This is an optimization exercise on Yosys and OpenROAD, whose aim is small area and a short achievable clock period, not a production implementation.
Only simulation tests tie the RTL to the original design; equivalence was not proved.
The flow treats the clock pin as an ideal source. Dropping or thinning the clock tree relies on that and would not hold on a real chip.

Design mult_top, start of the top module:
module mult_top (
    input             clk,
    input      [31:0] mplier,
    input      [31:0] mcand,
    output     [63:0] product
);
export LEC_CHECK = 0
export ABC_AREA = 1
export CAP_MARGIN = 20
export CORE_MARGIN = 2
export CORE_UTILIZATION = 40
export SLEW_MARGIN = 20
export SYNTH_HIERARCHICAL = 1
export SYNTH_MINIMUM_KEEP_SIZE = 0
create_clock -name core_clock -period 28.0 [get_ports {clk}]
standard.sh (not shown) runs the stock make flow with config.mk's settings and CLKGATE_MAP_FILE= SYNTH_SCRIPT=/design/flow/synth_recipe.tcl, a recipe that flattens the netlist after the stock synthesis.
==> flow/flow/run.sh <==
#!/bin/bash
# Own layout flow: the standard flow (standard.sh) with the standard
# synthesis unchanged, then the layout steps with
#  - plain buffers (buf_2) on the ports,
#  - a two-level balanced clock tree (flow/cts_own.tcl) in place of ORFS's CTS,
#  - repair_timing aiming at a slack margin below the fixed clock period, so
#    that it sizes and buffers the multiplier's critical paths.
# The output of each make run is in make_*.log here; each step's log is in
# orfs/logs/.
set -euo pipefail
export OWN_FLOW_DIR=$(pwd)/flow
bash standard.sh synth > make_synth.log 2>&1
bash standard.sh \
  SETUP_SLACK_MARGIN=21.35 \
  "BUFFER_PORTS_ARGS=-buffer_cell sky130_fd_sc_hd__buf_2" \
  PRE_CTS_TCL=$OWN_FLOW_DIR/cts_own.tcl \
  finish > make_finish.log 2>&1
Other scripts of this flow, unchanged in this note and not shown: flow/flow/cts_own.tcl
Change:
--- a/flow/flow/run.sh
+++ b/flow/flow/run.sh
@@ -4 +4,2 @@
-#  - plain buffers (buf_2) on the ports,
+#  - plain buffers on the ports: buf_2 on the outputs, buf_1 on the inputs
+#    (flow/inbuf.tcl),
@@ -14 +15 @@
-  SETUP_SLACK_MARGIN=21.35 \
+  SETUP_SLACK_MARGIN=21.55 \
@@ -16,0 +18 @@
+  PRE_RESIZE_TCL=$OWN_FLOW_DIR/inbuf.tcl \
==> flow/flow/inbuf.tcl (new file) <==
# Own flow (sourced as PRE_RESIZE_TCL): the input ports keep their buffer, but
# the smallest one (buf_1): the paths from the inputs have a lot of slack.
set own_n 0
foreach inst [[ord::get_db_block] getInsts] {
  if {[string match "input*" [$inst getName]] && [[$inst getMaster] getName] eq "sky130_fd_sc_hd__buf_2"} {
    replace_cell [$inst getName] sky130_fd_sc_hd__buf_1
    incr own_n
  }
}
puts "own flow: $own_n input port buffers set to buf_1"
Outcome:
- worst hold slack improved by 0.0098 ns
- clock skew hardly moves
- worst setup slack improved by 0.061 ns
- global-route usage rose by 0.33 points
- sequential share of layout area fell by 0.13 points
Change:
--- a/flow/flow/run.sh
+++ b/flow/flow/run.sh
@@ -4,2 +4 @@
-#  - plain buffers on the ports: buf_2 on the outputs, buf_1 on the inputs
-#    (flow/inbuf.tcl),
+#  - plain buffers (buf_2) on the ports,
@@ -18 +17 @@
-  PRE_RESIZE_TCL=$OWN_FLOW_DIR/inbuf.tcl \
+  SKIP_GATE_CLONING=1 \
removed: flow/flow/inbuf.tcl
Sequential share of layout area barely changes.
Register-to-register slack gains 0.04 ns.
Flip-flop and latch count is unchanged.
Setup slack is better by 0.014 ns.
Clock skew hardly moves.
Utilization is about the same.
Area after synthesis does not change.
Routed wire length drops by about 0.3%.
Cell count is unchanged.
Hold slack improved by 0.16 ns.
Change:
--- a/flow/flow/run.sh
+++ b/flow/flow/run.sh
@@ -14 +14 @@
-  SETUP_SLACK_MARGIN=21.55 \
+  SETUP_SLACK_MARGIN=21.6 \
@@ -17 +16,0 @@
-  SKIP_GATE_CLONING=1 \
After rerunning: The changed run completed with no timing, DRC or antenna violations. Worst hold slack gets worse by 0.18 ns. Wire length barely changes. Cell area climbs slightly. Worst setup slack improves by 0.0032 ns. Die area stays the same. Cell count stays flat. Register-to-register slack improved by 0.02 ns. Global-route usage stays flat. Critical path depth is unchanged.
Change:
--- a/flow/flow/run.sh
+++ b/flow/flow/run.sh
@@ -14 +14 @@
-  SETUP_SLACK_MARGIN=21.6 \
+  SETUP_SLACK_MARGIN=21.55 \
Core utilization is lower by 0.52 points.
Global-route usage does not change.
Fmax stays flat.
Clock skew stays flat.
Setup slack got worse by 0.0058 ns.
In every run of this note, the design's own scripts or RTL, not TritonCTS, make the clock network.

[afterwards: timing with drivers on the ports]
No port has a modelled driver above. Below, the same layouts with a new extraction and two added sets of constraints. Step 1, drivers: a clkbuf_16 drives clk and a buf_2 each remaining input, both assumed. Step 2 times the ports against the registers' clock, not the clock port: input delays grow and output delays shrink by t, the midpoint of the rising clock arrivals with the driver on. a / b / c = ideal / step 1 / step 2; a / b = the first two.
run | t, ns | setup slack, ns | worst setup path after step 2 | latest minus earliest clock arrival (ns) | worst register clock-pin slew, ns
the first run | 0.444 | 21.523 / 21.463 / 21.523 | register to register | 0.075 / 0.075 | 0.10 / 0.10
the second run | 0.440 | 21.584 / 21.457 / 21.722 | register to register | 0.077 / 0.076 | 0.11 / 0.11
the third run | 0.441 | 21.598 / 21.471 / 21.763 | register to register | 0.076 / 0.076 | 0.10 / 0.10
the fourth run | 0.442 | 21.601 / 21.475 / 21.776 | register to register | 0.080 / 0.080 | 0.11 / 0.11
the fifth run | 0.440 | 21.595 / 21.470 / 21.704 | register to register | 0.078 / 0.078 | 0.11 / 0.11
After both steps every run listed still meets setup and hold.
